Source: an optimization exercise on an open RTL-to-GDS flow (aim: small area). Production flows keep margins and buffers that such runs may drop. In this exercise RTL edits were held to simulation tests only and were not proved equivalent to the original. No activity file was given, so power comes from the tool's default toggle rates.

==> flow/design.v <==
`timescale 1ns/1ns
module TX(input clk, input rst, input in, input run, input [3:0]rate, input tx_request, output [51:0]out, output valid, output ready, output [1:0]cr, output [1:0]mod);
reg m1, m0, c1;
assign mod = {m1, m0};
assign cr = {c1, ~c1 & m1 & m0};
wire m3 = m1 & m0;
wire m2 = m1 & ~m0;
wire nz = m1 | m0;
wire cr_half = ~c1 & ~cr[0];
always @(posedge clk, negedge rst) begin
	if(~rst) begin
		m1 <= 1'b1; m0 <= 1'b1; c1 <= 1'b1;
	end
	else if(tx_request) begin
		m1 <= ~(rate[2] & rate[0]);
		m0 <= ~(rate[3] & rate[0]);
		c1 <= rate[1] | ~rate[0];
	end
end
reg st;               
reg [6:0] sc;         
reg [6:0] d;          
reg [1:0] q;          
reg v1;               
reg en, enb;          
wire vr = run & st;
wire fb = sc[6] ^ sc[3];
wire en_n = vr & (cr_half | q != 2'd1);
assign ready = st;
always @(posedge clk, negedge rst) begin
	if(~rst) begin
		st <= 1'b0;
		sc <= 7'h7f;
		d <= 7'd0;
		q <= 2'd0;
		v1 <= 1'b0;
		en <= 1'b0;
		enb <= 1'b1;
	end
	else begin
		st <= 1'b1;
		v1 <= vr;
		en <= en_n;
		enb <= ~en_n;
		if(vr) begin
			sc <= {sc[5:0], fb};
			d <= {d[5:0], in ^ fb};
			q <= (q == 2'd3 || (q == 2'd2 && c1)) ? 2'd0 : q + 2'd1;
		end
	end
end
wire ea = d[0] ^ d[2] ^ d[3] ^ d[5] ^ d[6];
wire eb = d[0] ^ d[1] ^ d[2] ^ d[3] ^ d[6];
reg r1, r2;
wire qa = q[0] ^ q[1];
wire xa = (cr_half | qa) ? ea : (q[0] | c1) ? r1 : r2;
wire xb = (cr[0] & ~qa) ? ea : eb;
always @(posedge clk) begin
	if(v1) begin
		r1 <= ea;
		r2 <= eb;
	end
end
reg [136:0] ev, od;
wire [136:0] evn, odn;
genvar p;
generate for(p = 0; p < 137; p = p + 1) begin : chain
	if(p == 136) begin
		assign evn[p] = xa;
		assign odn[p] = xb;
	end
	else if(p == 0) begin
		assign evn[p] = m1 ? ev[1] : m0 ? ev[17] : ev[41];
		assign odn[p] = m1 ? od[1] : m0 ? od[17] : od[41];
	end
	else if(p == 48) begin
		assign evn[p] = m1 ? ev[49] : m0 ? ev[65] : ev[89];
		assign odn[p] = m1 ? od[49] : m0 ? od[65] : od[89];
	end
	else if(p == 96) begin
		assign evn[p] = m1 ? ev[97] : m0 ? ev[113] : xa;
		assign odn[p] = m1 ? od[97] : m0 ? od[113] : xb;
	end
	else if(p == 24 || p == 72) begin
		assign evn[p] = m1 ? ev[p+1] : ev[p+17];
		assign odn[p] = m1 ? od[p+1] : od[p+17];
	end
	else if(p == 120) begin
		assign evn[p] = m1 ? ev[p+1] : xa;
		assign odn[p] = m1 ? od[p+1] : xb;
	end
	else if(p == 128) begin
		assign evn[p] = m0 ? ev[p+1] : xa;
		assign odn[p] = m0 ? od[p+1] : xb;
	end
	else if(p == 8 || p == 32 || p == 56 || p == 80 || p == 104) begin
		assign evn[p] = m0 ? ev[p+1] : ev[p+9];
		assign odn[p] = m0 ? od[p+1] : od[p+9];
	end
	else begin
		assign evn[p] = ev[p+1];
		assign odn[p] = od[p+1];
	end
end endgenerate
always @(posedge clk) begin
	ev <= ({137{en}} & evn) | ({137{enb}} & ev);
	od <= ({137{en}} & odn) | ({137{enb}} & od);
end
reg [4:0] g;
reg [2:0] w;
reg vt;
wire [4:0] glast = (mod == 2'd0) ? 5'd2 : (mod == 2'd1) ? 5'd5 : (mod == 2'd2) ? 5'd11 : 5'd17;
wire oph = (g == glast);
always @(posedge clk, negedge rst) begin
	if(~rst) begin
		g <= 5'd0;
		w <= 3'd0;
		vt <= 1'b0;
	end
	else begin
		vt <= en & oph;
		if(en) begin
			w <= w + 3'd1;
			if(w == 3'd7) g <= oph ? 5'd0 : g + 5'd1;
		end
	end
end
assign valid = vt;
reg [6:0] pl;
always @(posedge clk, negedge rst) begin
	if(~rst) pl <= 7'h7f;
	else if(en & oph & (w == 3'd0)) pl <= {pl[5:0], pl[6] ^ pl[3]};
end
wire J0 = (w == 3'd1) | (w == 3'd4) | (w == 3'd7);
wire J1 = (w == 3'd2) | (w == 3'd5) | (w == 3'd0);
wire J2 = (w == 3'd3) | (w == 3'd6);
wire [2:0] se0 = {m3 & J1, m3 & J2, ~m3 | J0};
wire [2:0] se2 = {m3 & J1, m3 & J2, m3 & J0};
wire [2:0] so0 = {m3 & J2, m3 ? J0 : m2, m3 ? J1 : ~m2};
wire [2:0] so1 = {m3 ? J2 : m2, m3 & J0, m3 & J1};
wire [2:0] so2 = {m3 & J2, m3 & J0, m3 & J1};
function [7:0] sub(input [5:0] t, input [2:0] s0, input [2:0] s1, input [2:0] s2, input m3, input m1, input nz);
	reg n0, n1, n2, n3, n4, n5;
	begin
		n0 = ~(s0[0] & t[0] | s0[1] & t[1] | s0[2] & t[2]);
		n1 = ~(s1[0] & t[1] | s1[1] & t[2] | s1[2] & t[0]);
		n2 = ~(s2[0] & t[2] | s2[1] & t[0] | s2[2] & t[1]);
		n3 = ~(s0[0] & t[3] | s0[1] & t[4] | s0[2] & t[5]);
		n4 = ~(s1[0] & t[4] | s1[1] & t[5] | s1[2] & t[3]);
		n5 = ~(s2[0] & t[5] | s2[1] & t[3] | s2[2] & t[4]);
		sub = {n0, m3 & n1, m1 & ~(n1 ^ n2), 1'b1, nz & n3, m3 & n4, m1 & ~(n4 ^ n5), nz};
	end
endfunction
genvar k;
generate for(k = 0; k < 3; k = k + 1) begin : subc
	wire [5:0] te = {ev[48*k+40], ev[48*k+32], ev[48*k+24], ev[48*k+16], ev[48*k+8], ev[48*k]};
	wire [5:0] to = {od[48*k+40], od[48*k+32], od[48*k+24], od[48*k+16], od[48*k+8], od[48*k]};
	assign out[8*k+7 -: 8] = sub(te, se0, se0, se2, m3, m1, nz);
	assign out[8*k+31 -: 8] = sub(to, so0, so1, so2, m3, m1, nz);
end endgenerate
wire pt = pl[0] ^ (w[2] & w[1]);
assign out[51:48] = {~w[0] & pt, 2'b00, ~w[0]};
endmodule
==> flow/config.mk <==
export PLATFORM = sky130hd
export DESIGN_NAME = TX
export DESIGN_NICKNAME = TX
export VERILOG_FILES = /design/flow/design.v
export SDC_FILE = /design/flow/constraint.sdc
export NUM_CORES = 8
export LEC_CHECK = 0
export CAP_MARGIN = 20
export CORE_MARGIN = 2
export CORE_UTILIZATION = 70
export CTS_BUF_LIST = sky130_fd_sc_hd__clkbuf_16
export CTS_CLUSTER_DIAMETER = 80
export CTS_CLUSTER_SIZE = 30
export PLACE_DENSITY = 0.8
export SLEW_MARGIN = 20
==> flow/constraint.sdc <==
create_clock -name core_clock -period 8.0 [get_ports {clk}]
set_input_delay 1.6000 -clock core_clock [delete_from_list [all_inputs] [get_ports {clk}]]
set_output_delay 1.6000 -clock core_clock [all_outputs]
set_load 0.01 [all_outputs]
standard.sh (not shown) runs the stock make flow with config.mk's settings and CLKGATE_MAP_FILE= SYNTH_SCRIPT=/design/flow/synth_recipe.tcl, a recipe that flattens the netlist after the stock synthesis.
==> flow/flow/run.sh <==
#!/bin/bash
# Standard ORFS layout with smaller port buffers and a leaner clock tree.
set -euo pipefail
export BUFFER_PORTS_ARGS="-buffer_cell sky130_fd_sc_hd__buf_1"
export CTS_ARGS="-sink_clustering_enable -repair_clock_nets -dont_use_dummy_load -buf_list sky130_fd_sc_hd__clkbuf_16 -sink_clustering_size 30 -sink_clustering_max_diameter 80"
bash standard.sh > standard.log 2>&1
The starting point finished with timing, DRC and antenna clean.
==> next run, changes <==
==> flow/run.sh (new file) <==
#!/bin/bash
# synth_recipe.tcl (not shown) runs the flow's synth.tcl, then flattens the netlist and writes it again
# the make line also repeats each setting of config.mk as NAME=value (left out here)
make -C /OpenROAD-flow-scripts/flow DESIGN_CONFIG=/design/flow/config.mk WORK_HOME=/design/flow/orfs CLKGATE_MAP_FILE= SYNTH_SCRIPT=/design/flow/synth_recipe.tcl finish
CTS_BUF_LIST = sky130_fd_sc_hd__clkbuf_8   (was sky130_fd_sc_hd__clkbuf_16)
CTS_CLUSTER_DIAMETER = 50   (was 80)
CTS_CLUSTER_SIZE = 16   (was 30)
removed: flow/flow/run.sh
removed: flow/standard.sh
Effect: The new run passed the timing, design-rule and antenna checks. Wire length goes up by 1.3%. Clock power goes up by 14%. Worst setup slack got worse by 1.3 ns. Total power goes up by 4.8%. Combinational power goes up by 7.1%. Via count goes up by 0.65%. Cell count goes up by 1.6%. First-iteration DRC count goes up by 37%. Non-clock buffer count goes down by 2. Die area does not change. Area after synthesis stays the same.
==> next run, changes <==
==> flow/flow/run.sh (new file) <==
#!/bin/bash
# Standard ORFS layout with smaller port buffers and a leaner clock tree.
set -euo pipefail
export BUFFER_PORTS_ARGS="-buffer_cell sky130_fd_sc_hd__buf_1"
export CTS_ARGS="-sink_clustering_enable -repair_clock_nets -dont_use_dummy_load -buf_list sky130_fd_sc_hd__clkbuf_16 -sink_clustering_size 35 -sink_clustering_max_diameter 70"
bash standard.sh > standard.log 2>&1
==> flow/standard.sh (new file) <==
#!/bin/bash
# synth_recipe.tcl (not shown) runs the flow's synth.tcl, then flattens the netlist and writes it again
# the make line also repeats each setting of config.mk as NAME=value (left out here)
make -C /OpenROAD-flow-scripts/flow DESIGN_CONFIG=/design/flow/config.mk WORK_HOME=/design/flow/orfs CLKGATE_MAP_FILE= SYNTH_SCRIPT=/design/flow/synth_recipe.tcl "${@:-finish}"
CTS_BUF_LIST = unset   (was sky130_fd_sc_hd__clkbuf_8)
CTS_CLUSTER_DIAMETER = unset   (was 50)
CTS_CLUSTER_SIZE = unset   (was 16)
removed: flow/run.sh
Effect: Power came out lower by a few percent. Global-route usage came out lower by 0.78 points. Non-clock buffer count came out higher by 2. Via count came out lower slightly. Routed wire length came out lower slightly.
==> next run, changes <==
==> flow/flow/run.sh (replaced) <==
#!/bin/bash
# Standard ORFS layout with smaller port buffers and a leaner clock tree.
set -euo pipefail
export BUFFER_PORTS_ARGS="-buffer_cell sky130_fd_sc_hd__buf_1"
export CTS_ARGS="-sink_clustering_enable -repair_clock_nets -dont_use_dummy_load -buf_list sky130_fd_sc_hd__clkbuf_8 -sink_clustering_size 20 -sink_clustering_max_diameter 60"
bash standard.sh > standard.log 2>&1
Final cell count is higher by about 0.43%.
Hold slack gets worse by 0.020 ns.
Clock-buffer cell count climbs by 5.
Clock power goes down by 15%.
Global-route usage hardly moves.

---

exp/umber:
RTL: the design.v shown in full above, as it stands there.
==> flow/config.mk <==
export PLATFORM = sky130hd
export DESIGN_NAME = TX
export DESIGN_NICKNAME = TX
export VERILOG_FILES = /design/flow/design.v
export SDC_FILE = /design/flow/constraint.sdc
export NUM_CORES = 8
export LEC_CHECK = 0
export CAP_MARGIN = 20
export CORE_MARGIN = 2
export CORE_UTILIZATION = 70
export CTS_BUF_LIST = sky130_fd_sc_hd__clkbuf_16
export CTS_CLUSTER_DIAMETER = 80
export CTS_CLUSTER_SIZE = 30
export PLACE_DENSITY = 0.8
export SLEW_MARGIN = 20
==> flow/constraint.sdc <==
create_clock -name core_clock -period 8.0 [get_ports {clk}]
set_input_delay 1.6000 -clock core_clock [delete_from_list [all_inputs] [get_ports {clk}]]
set_output_delay 1.6000 -clock core_clock [all_outputs]
set_load 0.01 [all_outputs]
run.sh (not shown) runs the stock make flow with config.mk's settings and CLKGATE_MAP_FILE= SYNTH_SCRIPT=/design/flow/synth_recipe.tcl, a recipe that flattens the netlist after the stock synthesis.
Stock flow here: none of the scripts above is used.
The following lists how exp/raven was set up differently from exp/umber:
- clearing CTS_BUF_LIST, which used to be sky130_fd_sc_hd__clkbuf_16
- clearing CTS_CLUSTER_SIZE, which used to be 30
- clearing CTS_CLUSTER_DIAMETER, which used to be 80
==> flow/flow/run.sh (new file) <==
#!/bin/bash
# Standard ORFS layout with smaller port buffers and a leaner clock tree.
set -euo pipefail
export BUFFER_PORTS_ARGS="-buffer_cell sky130_fd_sc_hd__buf_1"
export CTS_ARGS="-sink_clustering_enable -repair_clock_nets -dont_use_dummy_load -buf_list {sky130_fd_sc_hd__clkbuf_8 sky130_fd_sc_hd__clkbuf_16} -sink_clustering_size 30 -sink_clustering_max_diameter 80"
bash standard.sh > standard.log 2>&1
==> flow/standard.sh (new file) <==
#!/bin/bash
# synth_recipe.tcl (not shown) runs the flow's synth.tcl, then flattens the netlist and writes it again
# the make line also repeats each setting of config.mk as NAME=value (left out here)
make -C /OpenROAD-flow-scripts/flow DESIGN_CONFIG=/design/flow/config.mk WORK_HOME=/design/flow/orfs CLKGATE_MAP_FILE= SYNTH_SCRIPT=/design/flow/synth_recipe.tcl "${@:-finish}"
removed: flow/run.sh
--- outcome ---
Comparing exp/raven and exp/umber, the higher least setup slack across all paths after layout was measured on exp/raven. exp/raven and exp/umber ended up with nearly the same power consumed by sequential cells. ~same mean number of vias per cell in exp/raven and exp/umber. Compared exp/raven against exp/umber; net count reported at finish within noise.
Inputs modified between exp/raven and exp/lagoon:
==> flow/flow/run.sh <==
#!/bin/bash
# Standard ORFS layout with smaller port buffers and a leaner clock tree.
set -euo pipefail
export BUFFER_PORTS_ARGS="-buffer_cell sky130_fd_sc_hd__buf_1"
export CTS_ARGS="-sink_clustering_enable -repair_clock_nets -dont_use_dummy_load -buf_list sky130_fd_sc_hd__clkbuf_4 -sink_clustering_size 12 -sink_clustering_max_diameter 40"
bash standard.sh > standard.log 2>&1
--- outcome ---
Compared with exp/raven, exp/lagoon shows worst clock skew higher by 12 ps.
Comparing exp/lagoon and exp/raven, total power is lower on exp/lagoon.
exp/lagoon against exp/raven: worst hold slack decreased 17 ps; number of unique standard cell types used by synthesis essentially unchanged; final cycle utilization of the critical path increased 1.9 points; worst slew margin relative to its limit increased 1.4 points.
When exp/lagoon is set beside exp/raven, its wire length of the first global-routing pass turns out to be 360 microns larger.
Global-route usage in exp/lagoon vs exp/raven: up 0.57 points
On met3 capacity usage during global routing: exp/lagoon sits above exp/raven.
Post-route standard cell area excluding fillers: exp/lagoon vs exp/raven down 0.78%

---

Setup of run 1:
Another version of the RTL of TX (not shown whole).
Size in the first run: ~840 cells after synthesis, roughly 310 flip-flops, ~67 I/O pins.
clock: 8.0 ns
lec_check: 0
cap_margin: 20
core_margin: 2
core_utilization: 70
place_density: 0.8
slew_margin: 20
standard.sh (not shown) runs the stock make flow with config.mk's settings and CLKGATE_MAP_FILE= SYNTH_SCRIPT=/design/flow/synth_recipe.tcl, a recipe that flattens the netlist after the stock synthesis.
==> flow/flow/run.sh <==
#!/bin/bash
# ORFS layout as in standard.sh, with these changes:
#  - synthesis maps logic with an area-recovering ABC script (flow/abc_area.script)
#    instead of ORFS's speed script; registers are mapped exactly as before
#  - port buffers use buf_1
#  - the clock tree uses clkbuf_8 with clusters of up to 18 sinks and no dummy loads
#  - the constant outputs share the tie cells (no tie fanout repair)
#  - no adder extraction before ABC (ADDER_MAP_FILE empty), so ABC maps all logic
# make's output goes to flow_run.log; ORFS keeps each step's log under orfs/logs.
set -euo pipefail
W=$(pwd)
F=$W/flow
# synthesis script: ORFS synth.tcl with the ABC script replaced
python3 - "$FLOW_HOME/scripts/synth.tcl" "$W/synth_area.tcl" "$F/abc_area.script" <<'PY'
import sys
src, dst, script = sys.argv[1:]
s = open(src).read()
a = "  log_cmd abc {*}$abc_args\n"
assert s.count(a) == 1
s = s.replace(a, "  set abc_args [lreplace $abc_args 1 1 %s]\n%s" % (script, a))
open(dst, "w").write(s)
PY
sed "s#source \$::env(SCRIPTS_DIR)/synth.tcl#source $W/synth_area.tcl#" synth_recipe.tcl > synth_top.tcl
grep -q "synth_area.tcl" synth_top.tcl
sed -e "s#SYNTH_SCRIPT=[^ ]*#SYNTH_SCRIPT=$W/synth_top.tcl ADDER_MAP_FILE=#" standard.sh > flow_run.sh
grep -q "synth_top.tcl ADDER_MAP_FILE=" flow_run.sh
export SKIP_REPAIR_TIE_FANOUT=1
export BUFFER_PORTS_ARGS="-buffer_cell sky130_fd_sc_hd__buf_1"
export CTS_ARGS="-sink_clustering_enable -repair_clock_nets -dont_use_dummy_load -buf_list sky130_fd_sc_hd__clkbuf_8 -sink_clustering_size 19 -sink_clustering_max_diameter 60"
bash flow_run.sh > flow_run.log 2>&1
==> flow/flow/abc_area.script <==
&get -n
&st
&syn2
&dch
&nf -R 1000 -p -F 16 -C 32 -E 100
&put
The inputs of run 2 differ from those of run 1 as listed below.
-- flow/flow/run.sh --
<<< run 1, line 6
#  - the clock tree uses clkbuf_8 with clusters of up to 18 sinks and no dummy loads
>>> run 2, line 6
#  - the clock tree drives clusters of up to 19 sinks from clkbuf_8 leaf buffers,
#    with clkbuf_4 above them and no dummy loads
<<< run 1, line 29
export CTS_ARGS="-sink_clustering_enable -repair_clock_nets -dont_use_dummy_load -buf_list sky130_fd_sc_hd__clkbuf_8 -sink_clustering_size 19 -sink_clustering_max_diameter 60"
>>> run 2, line 30
export CTS_ARGS="-sink_clustering_enable -repair_clock_nets -dont_use_dummy_load -buf_list sky130_fd_sc_hd__clkbuf_4 -sink_clustering_buffer sky130_fd_sc_hd__clkbuf_8 -sink_clustering_size 19 -sink_clustering_max_diameter 60"
Results
Run 2 reached the final stage; the timing, design-rule and antenna checks on its layout passed.
Run 1 -> run 2: sequential element share of the synthesized area delta 0, exact match
Sequential share of layout area of run 2 is on par with run 1.
Run 2 against run 1: worst-skew pair later-pin latency went up by 0.13 ns, worst hold slack closely matched the old numbers, design area held.
When the final numbers for run 2 and run 1 were put side by side, the top achievable clock speed turned out to be greater in run 1.
Comparing run 2 and run 1, routed wire length is higher on run 1.
Minimum clock period after layout: run 2 vs run 1 up 0.16 ns
What run 3 does differently from run 2 at the input level:
# run 2
export LEC_CHECK = 0
export CAP_MARGIN = 20
export CORE_MARGIN = 2
export CORE_UTILIZATION = 70
export PLACE_DENSITY = 0.8
export SLEW_MARGIN = 20
create_clock -name core_clock -period 8.0 [get_ports {clk}]
# run 3
export LEC_CHECK = 0
export CAP_MARGIN = 0
export CORE_MARGIN = 2
export CORE_UTILIZATION = 70
export PLACE_DENSITY = 0.8
export SLEW_MARGIN = 0
create_clock -name core_clock -period 8.0 [get_ports {clk}]
==> comparison <==
Every stage of the flow completed for run 3, and the final layout passed the timing, design-rule and antenna checks.
Looking at run 3 and run 2, the delay of the slowest cell on the worst path is a wash.
Going from run 2 to run 3, final critical path time including I/O delays and setup grows by 0.029 ns.
Any difference in via count between run 2 and run 3 is small enough to ignore.

[separate check: timing with driven ports]
No port has a modelled driver above. Below, the same layouts with a new extraction and two added sets of constraints.
Step 1 (the two cells are an assumption about what drives the block):
set clk [get_ports {clk}]
set_driving_cell -lib_cell sky130_fd_sc_hd__clkbuf_16 $clk
set_driving_cell -lib_cell sky130_fd_sc_hd__buf_2 [delete_from_list [all_inputs] $clk]
Step 2 moves the port delays by t, midway between the first and last clock arrival at a register: inputs arrive t later, outputs are due t later. That takes back most of the time a late clock gives input paths.
Three values: no drivers, after step 1, after step 2; two values: the first two.
| run | t (ns) | setup slack, ns | worst setup path at the end |
|---|---|---|---|
| the first run of note 1 | 0.520 | 3.192 / 3.149 / 3.669 | register to output |
| the second run of note 1 | 0.581 | 1.850 / 1.811 / 2.391 | register to output |
| the third run of note 1 | 0.521 | 3.166 / 3.123 / 3.644 | register to output |
| the fourth run of note 1 | 0.554 | 3.124 / 3.082 / 3.636 | register to output |
| exp/umber | 0.532 | 1.875 / 1.833 / 2.364 | register to output |
| exp/raven | 0.520 | 3.192 / 3.149 / 3.669 | register to output |
| exp/lagoon | 0.645 | 3.040 / 2.998 / 3.643 | register to output |
| run 1 | 0.553 | 2.484 / 2.444 / 2.997 | register to output |
| run 2 | 0.675 | 2.322 / 2.285 / 2.960 | register to output |
| run 3 | 0.665 | 2.293 / 2.256 / 2.921 | register to output |
After both steps setup and hold are still met in every run listed.
